What follows belongs to an exercise in optimizing a design on an open flow for small area; a production flow would make more cautious choices.
In this exercise RTL edits were held to simulation tests only and were not proved equivalent to the original.
Power is estimated from default activity; no workload was simulated.

**flow/config.mk**
```make
export PLATFORM = sky130hd
export DESIGN_NAME = timer_top
export DESIGN_NICKNAME = timer_top
export VERILOG_FILES = /design/flow/design.v
export SDC_FILE = /design/flow/constraint.sdc
export NUM_CORES = 4
export LEC_CHECK = 0
export CAP_MARGIN = 20
export CORE_MARGIN = 2
export CORE_UTILIZATION = 40
export SLEW_MARGIN = 20
```
**flow/constraint.sdc**
```tcl
create_clock -name core_clock -period 5.5 [get_ports {sys_clk}]
set_input_delay 1.1000 -clock core_clock [delete_from_list [all_inputs] [get_ports {sys_clk}]]
set_output_delay 1.1000 -clock core_clock [all_outputs]
set_load 0.01 [all_outputs]
```
**flow/design.v**
```verilog
module timer_top (
input wire sys_clk,
input wire sys_rst_n,
input wire dbg_mode,
input wire [11:0] tim_paddr,
input wire tim_psel,
input wire tim_penable,
input wire tim_pwrite,
input wire [31:0] tim_pwdata,
input wire [3:0] tim_pstrb,
output wire [31:0] tim_prdata,
output wire tim_pready,
output wire tim_pslverr,
output wire tim_int
);
wire [63:0] cnt_64b;
wire timer_en;
wire div_en;
wire [3:0] div_val;
wire halt_req;
wire cnt_en;
wire int_en;
wire int_st;
apb_reg_cnt u_apb_reg_cnt(
	.clk(sys_clk), 
	.rst_n(sys_rst_n),
	.paddr(tim_paddr),
	.pstrb(tim_pstrb),
	.pwdata(tim_pwdata),
	.psel(tim_psel),
	.pwrite(tim_pwrite),
	.penable(tim_penable),
	.pready(tim_pready),
	.prdata(tim_prdata),
	.pslverr(tim_pslverr),
	.cnt_en(cnt_en),
	.timer_en(timer_en),
	.div_en(div_en),
	.div_val(div_val),
	.halt_req(halt_req),
	.cnt_64b(cnt_64b),
	.int_en(int_en),
	.int_st(int_st),
	.dbg_mode(dbg_mode)
);
cnt_ctrl u_cnt_ctrl(
	.clk(sys_clk),
	.rst_n(sys_rst_n),
	.timer_en(timer_en),
	.div_en(div_en),
	.div_val(div_val),
	.dbg_mode(dbg_mode),
	.halt_req(halt_req),
	.cnt_en(cnt_en)
);
interrupt u_interrupt(
      .int_en(int_en),
      .int_st(int_st),
      .interrupt(tim_int)
);
endmodule
module cnt_ctrl
(
input wire clk,
input wire rst_n,
input wire halt_req,
input wire timer_en,
input wire div_en,
input wire [3:0] div_val,
input wire dbg_mode,
output wire cnt_en
);
reg [7:0] int_cnt;
wire [7:0] int_cnt_pre;
wire int_cnt_rst;
reg [7:0] max_val;
wire [7:0] tmp0;
wire [7:0] tmp1;
wire tmp3;
wire pulse;
assign int_cnt_pre = (halt_req & dbg_mode) ? int_cnt : tmp0;
assign tmp0 = int_cnt_rst ? 8'b0 : tmp1;
assign tmp1 = (timer_en && div_en && (div_val !=0)) ? (int_cnt + 1'b1) : int_cnt; 
always @(posedge clk or negedge rst_n) begin
	  if(!rst_n) begin
		int_cnt <= 8'b0;
	  end else begin
		int_cnt <= int_cnt_pre;
	end
end
assign int_cnt_rst = (!div_en) | (!timer_en) | pulse;
always @(*) begin
	max_val = (8'b1 << div_val) - 8'b1;  
end
assign cnt_en = (halt_req & dbg_mode ) ? 1'b0: tmp3;
assign tmp3 = (timer_en && div_en && (div_val == 4'h0) )  | (timer_en && (div_en == 1'b0) ) | ( (timer_en && div_en && ( div_val != 0)) & pulse ) ;
assign pulse = (int_cnt == max_val);
endmodule
module interrupt 
(
input wire int_en,
input wire int_st,
output wire interrupt
);
assign interrupt = int_en & int_st;
endmodule
module apb_reg_cnt
(
input wire clk,
input wire rst_n,
input wire [11:0] paddr,
input wire [3:0]  pstrb,
input wire [31:0] pwdata,
input wire psel,
input wire pwrite,
input wire penable,
output reg pready,
output reg [31:0] prdata,
output wire pslverr,
input reg cnt_en,
output reg timer_en,
output reg div_en,
output reg [3:0] div_val,
output reg halt_req,
output wire [63:0] cnt_64b,
output reg int_en,
output reg int_st,
input wire dbg_mode
);
localparam TCR     = 12'h00;
localparam TDR0    = 12'h04;
localparam TDR1    = 12'h08;
localparam TCMP0   = 12'h0C;
localparam TCMP1   = 12'h10;
localparam TIER    = 12'h14;
localparam TISR    = 12'h18;
localparam THCSR   = 12'h1C;
reg wr_en, rd_en;
always @(posedge clk or negedge rst_n) begin
	if(!rst_n) begin
		wr_en <= 1'b0;
	end else begin
		wr_en <= psel & pwrite & penable & (!wr_en);
	end
end
always @(posedge clk or negedge rst_n) begin
	if(!rst_n) begin
		rd_en <= 1'b0;
	end else begin
		rd_en <= psel & (!pwrite) & penable & (!rd_en);
	end
end
wire tcr_sel;
assign tcr_sel = (paddr == TCR) && (wr_en == 1)  ;
wire timer_en_pre,timer_en_pre_pre;
wire pwdata_timer_en_check1,pwdata_timer_en_check2;
wire pwdata_timer_en_check1_reset;
wire timer_en_clr;
wire check;
always @(posedge clk or negedge rst_n) begin
	if(!rst_n) begin
		timer_en <= 1'b0;
	end else begin
		timer_en <= timer_en_pre;
	end
end
assign timer_en_pre = timer_en_clr ? 1'b0 : timer_en_pre_pre;
assign timer_en_pre_pre = (tcr_sel && (pstrb[0]==1)) ? pwdata_timer_en_check1 : timer_en;
assign pwdata_timer_en_check1 = (pwdata_timer_en_check1_reset  )? timer_en: pwdata_timer_en_check2; 
assign pwdata_timer_en_check2 = ( check )? timer_en : pwdata[0] ; 
assign pwdata_timer_en_check1_reset =  (pstrb[1] == 1)  &  ( pwdata[11:8] > 8 | ( (pwdata[11:8]<9)&&(timer_en==1) ) );
assign timer_en_clr =     ( (pstrb[1:0]== 2'b11) && (pwdata ==32'h0)   &&                                           (wr_en == 1) && (paddr == TCR))
		  	| ( (pstrb[0] == 1)      && (timer_en == 1)    && (div_en==0) && (pwdata[1:0] == 2'b00)  && (wr_en == 1) && (paddr == TCR) && (pwdata[11:8] == div_val))     
		  	| ( (pstrb[0] == 1)      && (timer_en == 1)    && (div_en==1) && (pwdata[1:0] == 2'b10)  && (wr_en == 1) && (paddr == TCR) && (pwdata[11:8] == div_val) );
assign check = ( ((pstrb[0] == 1) && (timer_en == 1) && (div_en==0) && ((pwdata[1:0] == 2'b10)|(pwdata[1:0] == 2'b11) )  )   ) | ((pstrb[0] == 1) && (timer_en == 1) && (div_en==1) && ((pwdata[1:0] == 2'b00)|(pwdata[1:0] == 2'b01) )  )  ;
wire div_en_pre;
wire pwdata_div_en_check;
always @(posedge clk or negedge rst_n) begin
	if(!rst_n) begin
		div_en <= 1'b0;
	end else begin
		div_en <= div_en_pre;
	end
end
assign div_en_pre = (tcr_sel && (pstrb[0]==1) && (timer_en == 0))  ? pwdata_div_en_check : div_en;
assign pwdata_div_en_check= ((pwdata[11:8] > 8) && (pstrb[1]==1) ) ? div_en : pwdata[1];
wire [3:0] div_val_pre;
wire [3:0] pwdata_div_val_check;
always @(posedge clk or negedge rst_n) begin
	if(!rst_n) begin
		div_val <= 4'b0001;
	end else begin
		div_val <= div_val_pre;
	end
end
assign div_val_pre =  (tcr_sel && (pstrb[1]==1) && (timer_en==0)) ? pwdata_div_val_check  : div_val;
assign pwdata_div_val_check= (pwdata[11:8] < 9) ? pwdata[11:8] : div_val;
reg [31:0] tdr0, tdr1;
wire [31:0] tdr0_pre , tdr1_pre;
wire tdr0_sel, tdr1_sel;
always @(posedge clk or negedge rst_n) begin
	if(!rst_n) begin
		tdr0 <= 32'b0;
		tdr1 <= 32'b0;
	end else if( (timer_en==1) && (timer_en_pre==0)) begin
		tdr0 <= 32'b0;
		tdr1 <= 32'b0;
	end else begin
		tdr0 <= tdr0_pre;
		tdr1 <= tdr1_pre;
	end
end
    assign tdr0_sel =  (paddr == 12'h4) && wr_en;
    assign tdr0_pre[7:0] = (tdr0_sel && pstrb[0]) ? pwdata[7:0] : cnt_64b[7:0]; 
    assign tdr0_pre[15:8] = (tdr0_sel && pstrb[1]) ? pwdata[15:8] : cnt_64b[15:8]; 
    assign tdr0_pre[23:16] = (tdr0_sel && pstrb[2]) ? pwdata[23:16] : cnt_64b[23:16]; 
    assign tdr0_pre[31:24] = (tdr0_sel && pstrb[3]) ? pwdata[31:24] : cnt_64b[31:24]; 
    assign tdr1_sel =  (paddr == 12'h8) && wr_en;
   assign tdr1_pre[7:0] = (tdr1_sel && pstrb[0]) ? pwdata[7:0] : cnt_64b[39:32]; 
    assign tdr1_pre[15:8] = (tdr1_sel && pstrb[1]) ? pwdata[15:8] : cnt_64b[47:40]; 
    assign tdr1_pre[23:16] = (tdr1_sel && pstrb[2]) ? pwdata[23:16] : cnt_64b[55:48]; 
    assign tdr1_pre[31:24] = (tdr1_sel && pstrb[3]) ? pwdata[31:24] : cnt_64b[63:56]; 
assign cnt_64b = cnt_en ?  ( {tdr1,tdr0} + 1 ) : {tdr1,tdr0};
reg [31:0] tcmp0, tcmp1;
wire [31:0] tcmp0_pre , tcmp1_pre;
wire tcmp0_sel, tcmp1_sel;
reg [63:0] cmp_64b;
always @(posedge clk or negedge rst_n) begin
	if(!rst_n) begin
		tcmp0 <= 32'hffff_ffff;
	end else begin
		tcmp0 <= tcmp0_pre;
	end
end
assign tcmp0_sel = (paddr == TCMP0) && (wr_en == 1) ;
assign tcmp0_pre[7:0]   = (tcmp0_sel && (pstrb[0]==1)) ? pwdata[7:0] : tcmp0[7:0];
assign tcmp0_pre[15:8]  = (tcmp0_sel && (pstrb[1]==1)) ? pwdata[15:8] : tcmp0[15:8];
assign tcmp0_pre[23:16] = (tcmp0_sel && (pstrb[2]==1)) ? pwdata[23:16] : tcmp0[23:16];
assign tcmp0_pre[31:24] = (tcmp0_sel && (pstrb[3]==1)) ? pwdata[31:24] : tcmp0[31:24];
always @(posedge clk or negedge rst_n) begin
	if(!rst_n) begin
		tcmp1 <= 32'hffff_ffff;
	end else begin
		tcmp1 <= tcmp1_pre;
	end
end
assign tcmp1_sel = (paddr == TCMP1) && (wr_en == 1) ;
assign tcmp1_pre[7:0]   = (tcmp1_sel && (pstrb[0]==1)) ? pwdata[7:0] : tcmp1[7:0];
assign tcmp1_pre[15:8]  = (tcmp1_sel && (pstrb[1]==1)) ? pwdata[15:8] : tcmp1[15:8];
assign tcmp1_pre[23:16] = (tcmp1_sel && (pstrb[2]==1)) ? pwdata[23:16] : tcmp1[23:16];
assign tcmp1_pre[31:24] = (tcmp1_sel && (pstrb[3]==1)) ? pwdata[31:24] : tcmp1[31:24];
always @(*) begin
	cmp_64b = { tcmp1,tcmp0 };
end
wire int_en_pre;
wire int_en_sel;
always @(posedge clk or negedge rst_n) begin
	if(!rst_n) begin
		int_en <= 1'b0;
	end else begin
		int_en <= int_en_pre;
	end
end
assign int_en_sel = (paddr == TIER) && (wr_en == 1) && (pstrb[0] == 1'b1);
assign int_en_pre = int_en_sel ? pwdata[0] : int_en;
wire int_st_pre;
wire int_st_clr;
wire int_st_back;
always @(posedge clk or negedge rst_n) begin
	if(!rst_n) begin
		int_st <= 1'b0;
	end else begin
		int_st <= int_st_pre;
	end
end
assign int_st_clr = (paddr == TISR) && (wr_en == 1) && (pstrb[0] == 1'b1) && (pwdata[0] == 1);
assign int_st_pre = int_st_clr ? 1'b0 : int_st_back;
assign int_st_back = (cnt_64b == cmp_64b) ? 1'b1 : int_st;
reg halt_ack;
wire  halt_req_pre , halt_ack_pre;
wire thcsr_sel;
always @(posedge clk or negedge rst_n) begin
	if(!rst_n) begin
		halt_req <= 1'b0;
	end else begin
		halt_req <= halt_req_pre;
	end
end
assign thcsr_sel = (paddr == THCSR) && (wr_en == 1) && (pstrb[0] == 1'b1);
assign halt_req_pre = thcsr_sel ? pwdata[0] : halt_req;
always @(posedge clk or negedge rst_n) begin
	if(!rst_n) begin
		halt_ack <= 1'b0;
	end else begin
		halt_ack <= halt_ack_pre;
	end
end
assign halt_ack_pre = dbg_mode ? halt_req : 1'b0;
wire tmp20, tmp21, tmp22, tmp23;
assign pslverr = (tmp20 == 1) && (tcr_sel==1); 
assign tmp20 = tmp21 | tmp22 | tmp23;
assign tmp21 = (timer_en == 1) && (pstrb[1] == 1'b1) && ( pwdata[11:8] != div_val );
assign tmp22 = (timer_en == 1) && (pstrb[0] == 1'b1) && ( pwdata[1] != div_en );
assign tmp23 = (pwdata[11:8] > 4'h8) && (pstrb[1] == 1'b1);
always @(*) begin
	pready = wr_en | rd_en;
end
always @(*) begin
	case(rd_en)
		0: prdata = 32'h0;
		1: case(paddr)
			  TCR   : prdata = {20'b0, div_val, 6'b0, div_en, timer_en};
			  TDR0  : prdata = cnt_64b[31:0];
			  TDR1  : prdata = cnt_64b[63:32];
			  TCMP0 : prdata = cmp_64b[31:0];
			  TCMP1 : prdata = cmp_64b[63:32];
			  TIER  : prdata = {31'b0, int_en};
			  TISR  : prdata = {31'b0, int_st};
			  THCSR : prdata = {30'b0, halt_ack, halt_req};
			  default    : prdata = 32'h0000_0000;
		  endcase
	endcase
end
endmodule
```
**flow/run.sh**
```bash
#!/bin/bash
# synth_recipe.tcl (not shown) runs the flow's synth.tcl, then flattens the netlist and writes it again
# the make line also repeats each setting of config.mk as NAME=value (left out here)
make -C /OpenROAD-flow-scripts/flow DESIGN_CONFIG=/design/flow/config.mk WORK_HOME=/design/flow/orfs CLKGATE_MAP_FILE= SYNTH_SCRIPT=/design/flow/synth_recipe.tcl finish
```
==> results.txt <==
[synth_stat cells, types with 24 or more instances]
master	number
nand3_1	59
nor2_1	121
clkbuf_1	68
nand4_1	28
xnor2_1	68
nor3_1	39
a211oi_1	61
a21oi_1	24
nor4_1	34
xor2_1	50
dfstp_2	65
mux2_2	72
dfrtp_1	83
nand2_1	73
[final timing paths]
path	from	end	slack [ns]	depth (start not counted)
max	u_apb_reg_cnt.div_val[2]	tim_prdata[6]	0.06	13
min	u_apb_reg_cnt.rd_en	u_apb_reg_cnt.rd_en	0.45	1
max reg2reg	u_apb_reg_cnt.div_val[2]	u_apb_reg_cnt.int_st	0.72	16
max in group asynchronous	sys_rst_n	u_apb_reg_cnt.tdr1[5]	3.74	2
min reg2reg	u_apb_reg_cnt.rd_en	u_apb_reg_cnt.rd_en	0.45	1
min in group asynchronous	sys_rst_n	u_apb_reg_cnt.tdr1[21]	0.70	1
[logic make-up (layout without fill, tap and decap cells)]
group,Yosys count,in the layout
and+or+nand+nor,489,489
muxes,81,81
xor gates and xnor gates,133,133
buffers and inverters,94,233
AOI/OAI and AO/OA,232,232
adders and majority gates,3,3
DFF,148,148
[metrics by stage]
step / power, µW / cells
finish: 2440 / 1660
global route: 2500 / 1660
CTS: 2450 / 1650
detailed placement: 1230 / 1615
global placement: 1230 / 1615
floorplan: 1130 / 1180
[sequential cells by signal, indices dropped and copies added, names as in the netlist]
register                cells
u_apb_reg_cnt.halt_ack      1
u_apb_reg_cnt.halt_req      1
u_apb_reg_cnt.int_st        1
u_apb_reg_cnt.tdr0         32
u_apb_reg_cnt.tcmp1        32
u_apb_reg_cnt.tdr1         32
u_apb_reg_cnt.div_val       4
u_apb_reg_cnt.wr_en         1
u_apb_reg_cnt.int_en        1
u_apb_reg_cnt.tcmp0        32
u_apb_reg_cnt.div_en        1
u_apb_reg_cnt.timer_en      1
u_apb_reg_cnt.rd_en         1
u_cnt_ctrl.int_cnt          8
[critical path: cells and delay by family, from the launching register on]
family,cells,cell delay (ns)
flip-flops,1,0.38
adder cells (fa/ha/maj),1,0.20
AO/OA/AOI/OAI,4,0.93
AND/OR/NAND/NOR,4,1.38
buffers and inverters,3,0.91
XOR/XNOR,1,0.08
[repair_timing]
action	4_1_cts	5_1_grt
setup buffers	3	10
pin swaps	5	11
endpoints found under the setup margin	29	31
resized for setup	33	47
[power by group through the flow]
stage	combinational, µW	sequential [µW]	clock, µW
finish	112	1100	1230
CTS	113	1100	1240
floorplan	19.5	1110	0
detailed placement	112	1110	0
global placement	112	1110	0
global route	121	1100	1290
[routing by layer]
metal	global-route usage	up-vias
li1	-	4683
met1	0.434	5250
met2	0.456	568
met3	0.0755	92
met4	0.102	4
met5	0	-
[cell type report]
cell class              instances  area, µm²  area share
multi-input cells             938       6970       0.515
flip-flops and latches        148       3780       0.280
repair buffers                183       1690       0.125
clock buffers                  18        429      0.0317
well taps                     341        427      0.0315
clock inverters                14        168      0.0124
inverters                      18       67.6     0.00499
[placed cells by master, fill, tap and decap left out, drive strengths merged, types with 29 or more instances in the layout]
cell type,n
xor2,50
buf,96
nand4,29
clkdlybuf4s50,65
a211oi,61
nor2,121
nor4,37
nand3,59
nand2,73
xnor2,68
dfstp,65
nor3,39
mux2,72
dfrtp,83
==> flow_summary.yaml <==
detailed_routing:
  ant_nets: 0
  wl_met1_um: 19100
  drt-total-wl_um: 43600
  drcViolationCount: 0
  dr_wl_met2_um: 18900
  wl_per_cell_um: 26.3
  vias: 10600
  route.top_layer_used: "met5"
  vias_per_cell: 6.38
  drt-initial-drc-count: 1225
  wl_met3_um: 4190
  dr.pass1.iters: 7
sta:
  finalMaxSlewViolations: 0
  post-route-period-util: 0.988
  period_needed_ns: 5.44
  timing.fmax_mhz: 184
  clock_skew_ns: 0.0177
  hold_violations: 0
  setup_tns_ns: 0
  tightest_slew_ns: 1.17
  worst_slack_ns: 0.0642
  grt_setup_unrepaired: "true"
  slew_headroom: 0.216
  setup_viol: 0
  hold_slack_ns: 0.451
logic_synthesis:
  synth_area_mm2: 0.0108
  synth_xor_area_frac: 0.127
  ys.flop_type: "dfrtp_1"
  synth_largest_area_cell: "dfrtp_1"
  synth_top_family_by_area: "simple AND/OR/NAND/NOR gates"
  synthTopCellsByArea: "dfrtp_1, dfstp_2, mux2_2"
  synth.mux.area_fraction: 0.0833
  synthAdderAreaFrac: 0.00347
  synth-simple-area-share: 0.240
  synth_cell_type_count: 76
  synthCells: 1180
  synth-edff-count: 0
  yosysTopAreaCellShare: 0.192
  synth-warning-count: 2
  synth.avg_cell_area_um2: 9.17
  ys_ff_latch: 148
  synth_compound_area_frac: 0.162
  ys_seq_area_frac: 0.350
  syn_nets: 1237
  async_reset_ff_frac: 1.00
pwr:
  ir_worst_vdd_mv: 0.170
  power_frac_seq: 0.450
  pwr-share-comb: 0.046
  p_leak_uw: 0.00540
  intPower_uw: 1820
  power.switching_uw: 615
  p_clk_frac: 0.504
  swShare: 0.252
  p_per_area_mw_per_mm2: 180
placement:
  port_buffers: 88
  dp_hpwl_um: 32400
  gp_congestion: 0.994
  post-place-ws_ns: 0.0955
  placed_area_mm2: 0.0125
cts:
  cts_tree: "built"
  cts_made_buffers: 17
  clock_tree.root_cell: "clkbuf_16"
  hold_buffers: 0
  clock_latency_ns: 0.44
  h-tree-depth: 4
  cts.sinks: 148
  cts.path.max_buffers: 2
  clk_pin_slew_worst_paths_ns: 0.07
global_route:
  grt_start_max_net_pins: 78
  gr-total-overflow: 0
  grt_pass1_wl_um: 65000
  grt_usage: 0.306
  antenna_found_initial: 2
  grt_pass1_vias: 10100
worst_setup_path:
  slowest_stage: "or4_4"
  crit_type: "reg -> out"
  crit_path_end_kind: "output port"
  cp.arrival_ns: 4.34
  cpPeakStageDelay_ns: 0.58
  start_kind: "register"
  crit_required_ns: 4.40
  crit_chain: "or4_4, ha_4, or3_1, a21o_1, o211a_1, o41a_1, buf_12, nor4_4, buf_4, xnor2_1, o221ai_1, nor2b_1, clkdlybuf4s50_1"
  path_max_fanout: 22
final_layout:
  drive_above_1_share: 0.250
  area_delta_synth_final_pct: 25.2
  antenna_cells: 0
  post-route-util: 0.507
  fillers: 2519
  nNetsFinal: 1363
  fin_area_mm2: 0.0135
run:
  maxCapViolations: 0
floorplanning:
  start_util: 0.405
  die_w_um: 168
  coreArea_mm2: 0.0267
  die_y_um: 168
  pin_count: 89
  die_area_mm2: 0.0284
  num_rows: 60
outcome:
  status: "finished clean"
worst_hold_path:
  min_path_type: "reg -> reg"

[separate check: timing with driven ports]
In the flow no input, the clock included, has a driving cell. The finished layout below was timed again as built, in two steps.
Step 1 (the two cells are an assumption about what drives the block):
set clk [get_ports {sys_clk}]
set_driving_cell -lib_cell sky130_fd_sc_hd__clkbuf_16 $clk
set_driving_cell -lib_cell sky130_fd_sc_hd__buf_2 [delete_from_list [all_inputs] $clk]
Step 2, shift: input delay + t, output delay - t, t = (earliest + latest rising clock arrival at the registers) / 2. This alone moves slack from input paths to output paths.
Slacks: ideal ports / drivers / drivers and shift; pairs: ideal ports / drivers.
shift t [ns]: 0.484
setup slack, ns: 0.064 / 0.013 / 0.297
worst setup path at the end: input to output
After both steps setup and hold are still met in this run. For this run, drivers alone change the setup slack by -0.051 ns; drivers and shift together by +0.233 ns.
